Context: an optimization exercise on an open-source flow, tuned for small area and a short achievable clock period. The choices shown serve that exercise and are no tape-out recipe. At most, simulation tests tie the RTL to the original design; equivalence was not proved. The clock port is modelled as an ideal driver, which makes a skipped or thinned clock tree look cheaper than it is; a real chip needs a root buffer or a tree. Power and IR drop assume default switching activity.

==> flow/design.v (excerpt) <==
module alu(
             clk_p_i,
             reset_n_i,
             data_a_i,
             data_b_i,
             inst_i,
             data_o
             );
Settings: LEC_CHECK=0, ABC_AREA=1, CAP_MARGIN=20, CORE_MARGIN=2, CORE_UTILIZATION=40, SLEW_MARGIN=20; clock period 30.0 ns.
standard.sh (not shown) runs the stock make flow with config.mk's settings and CLKGATE_MAP_FILE= SYNTH_SCRIPT=/design/flow/synth_recipe.tcl, a recipe that flattens the netlist after the stock synthesis.
==> flow/flow/run.sh <==
#!/bin/bash
# Layout flow: the standard ORFS flow (standard.sh) with these changes.
#  1. Synthesis runs ORFS's own synthesis script unchanged, but without the
#     full/half-adder cell map (ADDER_MAP_FILE empty), so that ABC maps the
#     adder logic together with the rest of the logic.
#  2. ABC runs flow/abc_area.script in place of ORFS's area script: the
#     synthesis step uses a copy of ORFS's scripts folder in which only that
#     file is replaced.
#  3. The port buffers that global placement inserts are buf_2 cells.
#  4. flow/settings.sh may set further ORFS variables for the layout steps
#     (for example a setup slack margin for timing repair).
# Each step's full output goes to a log file in this folder.
set -e
HERE=$(pwd)
rm -rf "$HERE/scripts"
cp -r "$FLOW_HOME/scripts" "$HERE/scripts"
cp "$HERE/flow/abc_area.script" "$HERE/scripts/abc_area.script"
export ADDER_MAP_FILE=
bash standard.sh SCRIPTS_DIR="$HERE/scripts" synth > "$HERE/log_synth.txt" 2>&1
export BUFFER_PORTS_ARGS="-buffer_cell sky130_fd_sc_hd__buf_2"
if [[ -f "$HERE/flow/settings.sh" ]]; then source "$HERE/flow/settings.sh"; fi
bash standard.sh finish > "$HERE/log_finish.txt" 2>&1
==> flow/flow/abc_area.script <==
strash
dch
map -D 5000
topo
stime -c
buffer -c
upsize -c
dnsize -c
Next try:
Settings changed: GPL_TIMING_DRIVEN set to 0.
Power falls by 3.1%.
Critical path depth came out lower by 38.
Final cell count rises by 2.4%.
Die area is unchanged.
Routed wire length came out higher by 0.63%.
Core utilization climbs by 0.76 points.
First-iteration DRC count grows by 16%.
Design area is higher by 1.7%.

---

Setup of build 50:
alu again, from the RTL that the note above started with.
export LEC_CHECK = 0
export ABC_AREA = 1
export CAP_MARGIN = 20
export CORE_MARGIN = 2
export CORE_UTILIZATION = 60
export CTS_BUF_LIST = sky130_fd_sc_hd__clkbuf_8
export GPL_TIMING_DRIVEN = 0
export SLEW_MARGIN = 20
create_clock -name core_clock -period 30.0 [get_ports {clk_p_i}]
Scripts as last shown in full above: flow/flow/run.sh, flow/flow/abc_area.script
Build 50 reached the final stage; the timing, design-rule and antenna checks on its layout passed.
### build 50 -> build 52
Settings: CTS_BUF_LIST: sky130_fd_sc_hd__clkbuf_8 -> unset; CORE_UTILIZATION: 60 -> 40.
-- flow/flow/abc_area.script --
<<< build 50, line 3
map -D 5000
>>> build 52, line 3
amap
--- outcome ---
| total via count in the routed design | build 50 vs build 52 | ≈ equal |
Capturing instance or port of the critical path = data_o[5]: build 52; capturing instance or port of the critical path = data_o[1]: build 50
[build 52] height of the die rose 17 microns relative to build 50
Build 52 and build 50 ended up with nearly the same final-report setup violation count.
Build 52 vs build 50, startpoint of the most critical setup path: data_a_d1_r[7] vs data_o[1]
Per the comparison of build 52 with build 50, final worst-path setup slack went down 820 ps; placeable core area up 40%; routed wire length grew by 810 microns.
Cell with the largest stage delay on the worst path: sky130_fd_sc_hd__dfrtp_1 -> build 50, sky130_fd_sc_hd__a32oi_1 -> build 52
Build 52 against build 50: fraction of power spent switching nets shows a reduction of 4.2 points, total routing resource utilization after global routing has decreased.
Relative to build 52, the following input files were edited for build 46:
Settings: putting CTS_BUF_LIST at sky130_fd_sc_hd__clkbuf_8 where nothing was set.
-- flow/flow/run.sh --
<<< build 52, line 10
#  4. flow/settings.sh may set further ORFS variables for the layout steps
>>> build 46, line 10
#  5. flow/settings.sh may set further ORFS variables for the layout steps
<<< build 52, line 21
>>> build 46, line 21
export POST_CTS_TCL="$HERE/flow/clock_one_level.tcl"
-- flow/flow/abc_area.script --
<<< build 52, line 3
amap
>>> build 46, line 3
map -D 5000
==> flow/flow/clock_one_level.tcl (new file) <==
proc drives_something { inst } {
  foreach t [$inst getITerms] {
    if { [$t isOutputSignal] && [$t getNet] ne "NULL" } { return 1 }
  }
  return 0
}
proc out_net { inst } {
  foreach t [$inst getITerms] {
    if { [$t isOutputSignal] } { return [$t getNet] }
  }
  return "NULL"
}
set block [ord::get_db_block]
set port_net [$block findNet clk_p_i]
set port_loads [$port_net getITerms]
if { [llength $port_loads] != 1 } {
  puts "clock_one_level: the clock port drives [llength $port_loads] pins, left as it is"
  return
}
set root [[lindex $port_loads 0] getInst]
set root_out [out_net $root]
set leaves {}
set others 0
foreach it [$root_out getITerms] {
  set inst [$it getInst]
  if { $inst == $root } { continue }
  if { [string match "sky130_fd_sc_hd__clkbuf_*" [[$inst getMaster] getName]] && [drives_something $inst] } {
    lappend leaves $it
  } else {
    incr others
  }
}
if { [llength $leaves] == 0 || [llength $leaves] > 4 || $others > 0 } {
  puts "clock_one_level: [llength $leaves] leaf buffers and $others other loads on the root net, left as it is"
  return
}
# dummy loads on the leaf nets
set dummies 0
foreach it $leaves {
  set leaf_net [out_net [$it getInst]]
  foreach lt [$leaf_net getITerms] {
    set li [$lt getInst]
    if { $li == [$it getInst] } { continue }
    if { ![drives_something $li] } {
      $lt disconnect
      odb::dbInst_destroy $li
      incr dummies
    }
  }
}
# the leaf buffers go onto the clock port's net, the root buffer goes
foreach it $leaves {
  $it disconnect
  $it connect $port_net
}
foreach t [$root getITerms] { if { [$t getNet] ne "NULL" } { $t disconnect } }
odb::dbInst_destroy $root
odb::dbNet_destroy $root_out
puts "clock_one_level: clock port drives [llength $leaves] leaf buffers directly; removed the root buffer and $dummies dummy loads"
estimate_parasitics -placement
report_clock_skew
Build 46: all stages complete, timing, DRC and antenna checks passed
Sort build 46 and build 52 by critical path data arrival time, ascending, and build 46 comes first.
Overall die area was higher in build 46 than in build 52.
Build 52 has a higher total half-perimeter wirelength after legalization and detailed placement than build 46.
When the final numbers for build 46 and build 52 were put side by side, the synthesized area turned out to be greater in build 46.
The following lists how build 2 was set up differently from build 46:
Settings: CORE_UTILIZATION: 40 -> 60.
-- flow/flow/run.sh --
<<< build 46, line 9
#  3. The port buffers that global placement inserts are buf_2 cells.
>>> build 2, line 9
#  3. Every port gets a buffer, as in the standard flow, but from
#     flow/buffer_ports.tcl (run before global placement): buf_1 cells on
#     the data inputs and outputs, and buf_4 on the reset input.
<<< build 46, line 20
export BUFFER_PORTS_ARGS="-buffer_cell sky130_fd_sc_hd__buf_2"
>>> build 2, line 22
export DONT_BUFFER_PORTS=1
export PRE_GLOBAL_PLACE_TCL="$HERE/flow/buffer_ports.tcl"
==> flow/flow/buffer_ports.tcl (new file) <==
# PRE_GLOBAL_PLACE hook: buffer every input and output port, as the standard
# flow does, with buf_1 cells on the data inputs and the outputs
# and a buf_4 on the reset input, which fans out to many registers.
buffer_ports -inputs -buffer_cell sky130_fd_sc_hd__buf_1
buffer_ports -outputs -buffer_cell sky130_fd_sc_hd__buf_1
set block [ord::get_db_block]
set rnet [$block findNet reset_n_i]
foreach it [$rnet getITerms] {
  set inst [$it getInst]
  replace_cell [get_cells [$inst getName]] sky130_fd_sc_hd__buf_4
  puts "buffer_ports: reset buffer [$inst getName] is now [[$inst getMaster] getName]"
}
## What came out
Build 2 went all the way through the flow, and no timing, DRC or antenna check failed. Delta (build 2 minus build 46): instance area at placement went down; worst setup slack went up; total area of sequential cells stayed essentially flat; clock share of power grew by 0.5 points.
[inputs] build 23 vs build 2
Settings: CORE_UTILIZATION changed from 60 to 40.
-- flow/flow/run.sh --
<<< build 2, line 11
#     the data inputs and outputs, and buf_4 on the reset input.
>>> build 23, line 11
#     the data inputs, buf_4 on the reset input and buf_2 on the outputs.
-- flow/flow/buffer_ports.tcl --
<<< build 2, line 2
# flow does, with buf_1 cells on the data inputs and the outputs
>>> build 23, line 2
# flow does, with buf_1 cells on the data inputs, buf_2 cells on the outputs
<<< build 2, line 5
buffer_ports -outputs -buffer_cell sky130_fd_sc_hd__buf_1
>>> build 23, line 5
buffer_ports -outputs -buffer_cell sky130_fd_sc_hd__buf_2
Results
- The number of cells in the finished layout apart from fillers of build 23 exceeds that of build 2 by about 7%.
- Summary of build 23 over build 2: utilization now sits lower; data-path buffer share of cell area in the final layout now sits higher; die area now sits higher.
- Build 2 and build 23 ended up with roughly the same total power.
What build 36 does differently from build 23 at the input level:
-- flow/flow/run.sh --
<<< build 23, line 11
#     the data inputs, buf_4 on the reset input and buf_2 on the outputs.
>>> build 36, line 11
#     the data inputs and outputs, and buf_4 on the reset input.
-- flow/flow/buffer_ports.tcl --
<<< build 23, line 2
# flow does, with buf_1 cells on the data inputs, buf_2 cells on the outputs
>>> build 36, line 2
# flow does, with buf_1 cells on the data inputs and the outputs
<<< build 23, line 5
buffer_ports -outputs -buffer_cell sky130_fd_sc_hd__buf_2
>>> build 36, line 5
buffer_ports -outputs -buffer_cell sky130_fd_sc_hd__buf_1
## What came out
The final layouts of build 36 and build 23 pass the timing, design-rule and antenna checks. Going from build 23 to build 36, utilization of the core after routing moved down; post-route total power moved down. Looking at global-route usage, build 36 sits below build 23. Summary of build 36 over build 23: final wirelength shows no meaningful change, maximum clock rate shows no meaningful change, clock network fraction of design power shows no meaningful change, setup slack shows no meaningful change. Looking at build 36 and build 23, the via density per instance is a wash. Status: overall via count from detail_route parity (build 23, build 36).

---

Setup of amber:
Starting RTL as in the previous note.
// alu
module alu(
             clk_p_i,
             reset_n_i,
             data_a_i,
             data_b_i,
             inst_i,
             data_o
             );
clock: 30.0 ns
lec_check: 0
abc_area: 1
cap_margin: 20
core_margin: 2
core_utilization: 40
cts_buf_list: sky130_fd_sc_hd__clkbuf_8
gpl_timing_driven: 0
slew_margin: 20
==> flow/flow/run.sh <==
#!/bin/bash
# Layout flow: the standard ORFS flow (standard.sh) with these changes.
#  1. Synthesis runs ORFS's own synthesis script unchanged, but without the
#     full/half-adder cell map (ADDER_MAP_FILE empty), so that ABC maps the
#     adder logic together with the rest of the logic.
#  2. ABC runs flow/abc_area.script in place of ORFS's area script: the
#     synthesis step uses a copy of ORFS's scripts folder in which only that
#     file is replaced.
#  3. Every port gets a buffer, as in the standard flow, but from
#     flow/buffer_ports.tcl (run before global placement): buf_1 cells on
#     the data inputs and outputs, and buf_4 on the reset input.
#  5. flow/settings.sh may set further ORFS variables for the layout steps
#     (for example a setup slack margin for timing repair).
# Each step's full output goes to a log file in this folder.
set -e
HERE=$(pwd)
rm -rf "$HERE/scripts"
cp -r "$FLOW_HOME/scripts" "$HERE/scripts"
cp "$HERE/flow/abc_area.script" "$HERE/scripts/abc_area.script"
export ADDER_MAP_FILE=
bash standard.sh SCRIPTS_DIR="$HERE/scripts" synth > "$HERE/log_synth.txt" 2>&1
export DONT_BUFFER_PORTS=1
export PRE_GLOBAL_PLACE_TCL="$HERE/flow/buffer_ports.tcl"
export POST_CTS_TCL="$HERE/flow/clock_one_level.tcl"
if [[ -f "$HERE/flow/settings.sh" ]]; then source "$HERE/flow/settings.sh"; fi
bash standard.sh finish > "$HERE/log_finish.txt" 2>&1
==> flow/flow/buffer_ports.tcl <==
# PRE_GLOBAL_PLACE hook: buffer every input and output port, as the standard
# flow does, with buf_1 cells on the data inputs and the outputs
# and a buf_4 on the reset input, which fans out to many registers.
buffer_ports -inputs -buffer_cell sky130_fd_sc_hd__buf_1
buffer_ports -outputs -buffer_cell sky130_fd_sc_hd__buf_1
set block [ord::get_db_block]
set rnet [$block findNet reset_n_i]
foreach it [$rnet getITerms] {
  set inst [$it getInst]
  replace_cell $inst sky130_fd_sc_hd__buf_4
  puts "buffer_ports: reset buffer [$inst getName] is now [[$inst getMaster] getName]"
}
Other scripts of this flow, unchanged in this note and not shown: flow/flow/abc_area.script, flow/flow/clock_one_level.tcl
amber never completed, since it errored out during 3_3_place_gp.
Here is what was changed in the inputs of raven compared with amber.
--- a/flow/flow/run.sh
+++ b/flow/flow/run.sh
@@ -11 +11 @@
-#     the data inputs and outputs, and buf_4 on the reset input.
+#     the data inputs, buf_4 on the reset input and buf_2 on the outputs.
--- a/flow/flow/buffer_ports.tcl
+++ b/flow/flow/buffer_ports.tcl
@@ -2 +2 @@
-# flow does, with buf_1 cells on the data inputs and the outputs
+# flow does, with buf_1 cells on the data inputs, buf_2 cells on the outputs
@@ -5 +5 @@
-buffer_ports -outputs -buffer_cell sky130_fd_sc_hd__buf_1
+buffer_ports -outputs -buffer_cell sky130_fd_sc_hd__buf_2
==> run summary <==
amber → raven: basic-gate share of the synthesized area counting and, or, nand and nor cells has remained practically unchanged; count of pins on the block boundary has remained practically unchanged; starting density of the core has remained practically unchanged; post-synthesis area per instance has remained practically unchanged. Flow for raven halted at 3_3_place_gp, error code STA-0124.

---

Another version of the RTL of alu (not shown whole).
Size in the first run: roughly 1100 cells after synthesis, ~35 flip-flops, about 0.0063 mm2 of cells after synthesis.
## alu
module alu(
             clk_p_i,
             reset_n_i,
             data_a_i,
             data_b_i,
             inst_i,
             data_o
             );
Settings: LEC_CHECK=0, ABC_AREA=1, CAP_MARGIN=20, CORE_MARGIN=2, CORE_UTILIZATION=40, SLEW_MARGIN=20; clock period 30.0 ns.
==> flow/flow/run.sh <==
#!/bin/bash
# Layout flow: the standard ORFS flow (standard.sh) with these changes.
#  1. Synthesis runs ORFS's own synthesis script unchanged, but without the
#     full/half-adder cell map (ADDER_MAP_FILE empty), so that ABC maps the
#     adder logic together with the rest of the logic.
#  2. ABC runs flow/abc_area.script in place of ORFS's area script: the
#     synthesis step uses a copy of ORFS's scripts folder in which only that
#     file is replaced.
#  3. The port buffers that global placement inserts are buf_2 cells.
#  4. flow/settings.sh may set further ORFS variables for the layout steps
#     (for example a setup slack margin for timing repair).
# Each step's full output goes to a log file in this folder.
set -e
HERE=$(pwd)
rm -rf "$HERE/scripts"
cp -r "$FLOW_HOME/scripts" "$HERE/scripts"
cp "$HERE/flow/abc_area.script" "$HERE/scripts/abc_area.script"
export ADDER_MAP_FILE=
bash standard.sh SCRIPTS_DIR="$HERE/scripts" synth > "$HERE/log_synth.txt" 2>&1
export BUFFER_PORTS_ARGS="-buffer_cell sky130_fd_sc_hd__buf_2"
if [[ -f "$HERE/flow/settings.sh" ]]; then source "$HERE/flow/settings.sh"; fi
bash standard.sh finish > "$HERE/log_finish.txt" 2>&1
==> flow/flow/abc_area.script <==
strash
dch
map -B 0.9
topo
stime -c
buffer -c
upsize -c
dnsize -c
Next try:
==> flow/flow/abc_area.script (replaced) <==
strash
dch
map -D 5000
topo
stime -c
buffer -c
upsize -c
dnsize -c
What happened: The changed run completed without violations; wire length decreases by 7.1%; power increases by 0.82%; global-route usage increases by 1.2 points; sequential power increases by about 2%; hold slack is better by 0.028 ns; clock-buffer cell count decreases by 1; combinational power decreases by about 4%.
No functional check of the RTL was part of any run of this note.

---

build 22:
alu, a different RTL version from the one above (not shown whole).
For scale: roughly 35 flip-flops, ~37 I/O pins.
Settings: LEC_CHECK=0, ABC_AREA=1, CAP_MARGIN=20, CORE_MARGIN=2, CORE_UTILIZATION=40, SLEW_MARGIN=20; clock period 30.0 ns.
==> flow/flow/run.sh <==
#!/bin/bash
# Layout flow: the standard ORFS flow with three changes.
#  1. Synthesis runs ORFS's own synthesis script unchanged, but without the
#     full/half-adder cell map (ADDER_MAP_FILE empty), so that ABC maps the
#     adder logic together with the rest.
#  2. ABC uses flow/abc_area.script (a delay-targeted map with area recovery)
#     in place of ORFS's area script: a copy of ORFS's scripts folder with
#     only that file replaced is used for the synthesis step.
#  3. The port buffers that global placement inserts are buf_2 cells.
# Each step's full output goes to a log file in this folder.
set -e
HERE=$(pwd)
rm -rf "$HERE/scripts"
cp -r "$FLOW_HOME/scripts" "$HERE/scripts"
cp "$HERE/flow/abc_area.script" "$HERE/scripts/abc_area.script"
export ADDER_MAP_FILE=
bash standard.sh SCRIPTS_DIR="$HERE/scripts" synth > "$HERE/log_synth.txt" 2>&1
export BUFFER_PORTS_ARGS="-buffer_cell sky130_fd_sc_hd__buf_2"
bash standard.sh finish > "$HERE/log_finish.txt" 2>&1
==> flow/flow/abc_area.script <==
strash
dch
map -D 6000
topo
stime -c
buffer -c
upsize -c
dnsize -c
diff inputs: build 22 => build 94
==> flow/flow/run.sh <==
#!/bin/bash
# Standard layout, but synthesis without the full/half-adder cell map so that
# ABC maps the adder logic itself (smaller and faster here).
set -o pipefail
cp standard.sh standard.sh.log.txt 2>/dev/null
export ADDER_MAP_FILE=
bash standard.sh finish > flow_standard.log 2>&1
removed: flow/flow/abc_area.script
==> run summary <==
Compared with build 22, in build 94 fraction of met1 tracks used by global routing higher; number of signal-net inverters in the final layout higher; post-route standard cell area excluding fillers higher.
Via count on build 94 is behind build 22.
Between build 94 and build 22, the unique cell type count in the Yosys netlist is higher for build 22.
Build 94 has completed all stages; timing, DRC and antenna checks passed.
Input changes introduced in build 72 (baseline for comparison: build 94):
==> flow/flow/run.sh <==
#!/bin/bash
# Layout flow: the standard ORFS flow with three changes.
#  1. Synthesis runs ORFS's own synthesis script unchanged, but without the
#     full/half-adder cell map (ADDER_MAP_FILE empty), so that ABC maps the
#     adder logic together with the rest.
#  2. ABC uses flow/abc_area.script (a delay-targeted map with area recovery)
#     in place of ORFS's area script: a copy of ORFS's scripts folder with
#     only that file replaced is used for the synthesis step.
#  3. Timing repair aims for 23.3 ns of setup slack (a 6.7 ns period) so
#     that the resizer works on the critical paths even though the clock is slow.
#  4. The port buffers that global placement inserts are buf_2 cells.
# Each step's full output goes to a log file in this folder.
set -e
HERE=$(pwd)
rm -rf "$HERE/scripts"
cp -r "$FLOW_HOME/scripts" "$HERE/scripts"
cp "$HERE/flow/abc_area.script" "$HERE/scripts/abc_area.script"
export ADDER_MAP_FILE=
bash standard.sh SCRIPTS_DIR="$HERE/scripts" synth > "$HERE/log_synth.txt" 2>&1
export BUFFER_PORTS_ARGS="-buffer_cell sky130_fd_sc_hd__buf_2"
export SETUP_SLACK_MARGIN=${SETUP_MARGIN_OVERRIDE:-23.3}
bash standard.sh finish > "$HERE/log_finish.txt" 2>&1
==> flow/flow/abc_area.script (new file) <==
strash
dch
map -D 7000
topo
stime -c
buffer -c
upsize -c
dnsize -c
--- outcome ---
- Going from build 94 to build 72, number of cells traversed by the worst register-to-register path up about 9%, final count of hold timing violations level, number of fill cells in the layout now sits lower.
- Changes observed in build 72 relative to build 94: post-layout worst setup margin decreased 410 ps; overall die width decreased 8.6%.
Input-level comparison between build 97 and build 72:
==> flow/flow/abc_area.script <==
strash
dch
amap
topo
stime -c
==> run summary <==
Build 97: flow completed, timing, DRC and antenna clean. Re overall routed net length: build 97 is 12% up on build 72. Lower sequential fraction of total cell area goes to build 72 over build 97. Build 97 vs build 72: design area down slightly. Delta (build 97 minus build 72): final worst setup slack decreased 2200 ps; headroom to the max-slew limit increased 14 points; total power divided by cell area decreased 1.5 nW/um^2; overall track demand over capacity in global routing increased 6.6 points. Compared with build 72, in build 97 final-layout clock buffer total shrank by 2; number of standard-cell rows in the floorplan shrank by about 7.5%; number of cells on the worst reg-to-reg path shrank by about 9%.
The inputs of build 42 differ from those of build 97 as listed below.
==> flow/flow/run.sh <==
#!/bin/bash
# Layout flow: the standard ORFS flow with three changes.
#  1. Synthesis runs ORFS's own synthesis script unchanged, but without the
#     full/half-adder cell map (ADDER_MAP_FILE empty), so that ABC maps the
#     adder logic together with the rest.
#  2. ABC uses flow/abc_area.script (a delay-targeted map with area recovery)
#     in place of ORFS's area script: a copy of ORFS's scripts folder with
#     only that file replaced is used for the synthesis step.
#  3. The port buffers that global placement inserts are buf_2 cells.
# Each step's full output goes to a log file in this folder.
set -e
HERE=$(pwd)
rm -rf "$HERE/scripts"
cp -r "$FLOW_HOME/scripts" "$HERE/scripts"
cp "$HERE/flow/abc_area.script" "$HERE/scripts/abc_area.script"
export ADDER_MAP_FILE=
bash standard.sh SCRIPTS_DIR="$HERE/scripts" synth > "$HERE/log_synth.txt" 2>&1
export BUFFER_PORTS_ARGS="-buffer_cell sky130_fd_sc_hd__buf_2"
bash standard.sh finish > "$HERE/log_finish.txt" 2>&1
==> flow/flow/abc_area.script <==
strash
dch
map -B 0.9
topo
stime -c
buffer -c
upsize -c
dnsize -c
### Flow results
Diff build 97 -> build 42: count of cell instances traversed by the critical path moved down; total wire length after detailed routing moved down; minimum hold slack moved down; synthesized cell count moved up; number of multi-input logic gates moved up.
Finished layout cell area, build 42 vs build 97: up slightly
Master of the slowest instance on the critical path = dfrtp_1: build 42; master of the slowest instance on the critical path = o21ai_0: build 97
Worst setup path category: flip-flop to output port -> build 42, flip-flop to flip-flop -> build 97
Compared with build 97, build 42 instantiates a larger number of cells.
For build 71, these inputs were changed with respect to build 42:
==> flow/run.sh (new file) <==
#!/bin/bash
# synth_recipe.tcl (not shown) runs the flow's synth.tcl, then flattens the netlist and writes it again
# the make line also repeats each setting of config.mk as NAME=value (left out here)
make -C /OpenROAD-flow-scripts/flow DESIGN_CONFIG=/design/flow/config.mk WORK_HOME=/design/flow/orfs CLKGATE_MAP_FILE= SYNTH_SCRIPT=/design/flow/synth_recipe.tcl finish
removed: flow/flow/run.sh
removed: flow/flow/abc_area.script
removed: flow/standard.sh
Build 71 reached the end of the flow, and the finished layout is clean on the timing, design-rule and antenna checks. Relative to build 42, clock network fraction of total power has gone up in build 71. Number of rows created at floorplan: build 71 vs build 42 down 1. For build 71, the critical path startpoint was data_a_d1_r[7], unlike build 42, where it was data_o[5]. Taking build 42 over build 71, the post-route met1 wirelength ratio works out to 1.3. NOTE sequential power build 42->build 71 increased by a few percent. Delta (build 71 minus build 42): total number of multi-input combinational cells fell by about 33%, number of max-slew violations in the final report stayed essentially flat. Taking build 71 over build 42, the wire length ratio works out to 0.818. Per the comparison of build 71 with build 42, post-CTS setup buffer count level, post-synthesis instance total decreased 24%, share of power burned in combinational logic rose 2.7 points, final instance count without filler cells now smaller.
No run of this note included a check of the RTL's function; only the layout flow was run.

==> static timing again, ports no longer ideal <==
Ports are ideal in the flow. The routed layouts listed here were re-timed in OpenROAD. Step 1, drivers: a clkbuf_16 drives clk_p_i and a buf_2 each remaining input, both assumed. Step 2 times the ports against the registers' clock, not the clock port: input delays grow and output delays shrink by t, the midpoint of the rising clock arrivals with the driver on. a / b / c = ideal / step 1 / step 2; a / b = the first two.
run	t (ns)	setup slack, ns	worst hold slack (ns)	latest minus earliest clock arrival (ns)
the first run of note 1	0.344	23.048 / 23.048 / 23.048	0.747 / 0.747 / 0.747	0.018 / 0.018
the second run of note 1	0.334	23.203 / 23.164 / 23.498	0.744 / 0.744 / 0.744	0.025 / 0.024
build 50	0.329	23.190 / 23.157 / 23.485	0.732 / 0.732 / 0.732	0.009 / 0.009
build 52	0.329	22.372 / 22.372 / 22.372	0.725 / 0.725 / 0.725	0.016 / 0.016
build 46	0.209	23.348 / 23.281 / 23.489	0.761 / 0.761 / 0.761	0.029 / 0.029
build 2	0.198	23.366 / 23.308 / 23.506	0.737 / 0.737 / 0.737	0.008 / 0.007
build 23	0.206	23.357 / 23.289 / 23.495	0.745 / 0.745 / 0.745	0.024 / 0.024
build 36	0.203	23.358 / 23.295 / 23.497	0.751 / 0.751 / 0.751	0.029 / 0.029
the first run of note 4	0.336	23.205 / 23.163 / 23.498	0.723 / 0.723 / 0.723	0.009 / 0.009
the second run of note 4	0.335	23.192 / 23.152 / 23.486	0.750 / 0.750 / 0.750	0.010 / 0.009
build 22	0.338	21.795 / 21.795 / 21.795	0.758 / 0.758 / 0.758	0.005 / 0.004
build 94	0.338	22.843 / 22.799 / 23.137	0.760 / 0.760 / 0.760	0.007 / 0.008
build 72	0.327	22.432 / 22.432 / 22.432	0.763 / 0.763 / 0.763	0.010 / 0.010
build 97	0.350	20.230 / 20.230 / 20.230	0.756 / 0.756 / 0.756	0.020 / 0.019
build 42	0.334	23.218 / 23.175 / 23.344	0.752 / 0.752 / 0.752	0.008 / 0.008
build 71	0.339	20.112 / 20.112 / 20.112	0.749 / 0.749 / 0.749	0.015 / 0.015
After both steps every run listed still meets setup and hold.
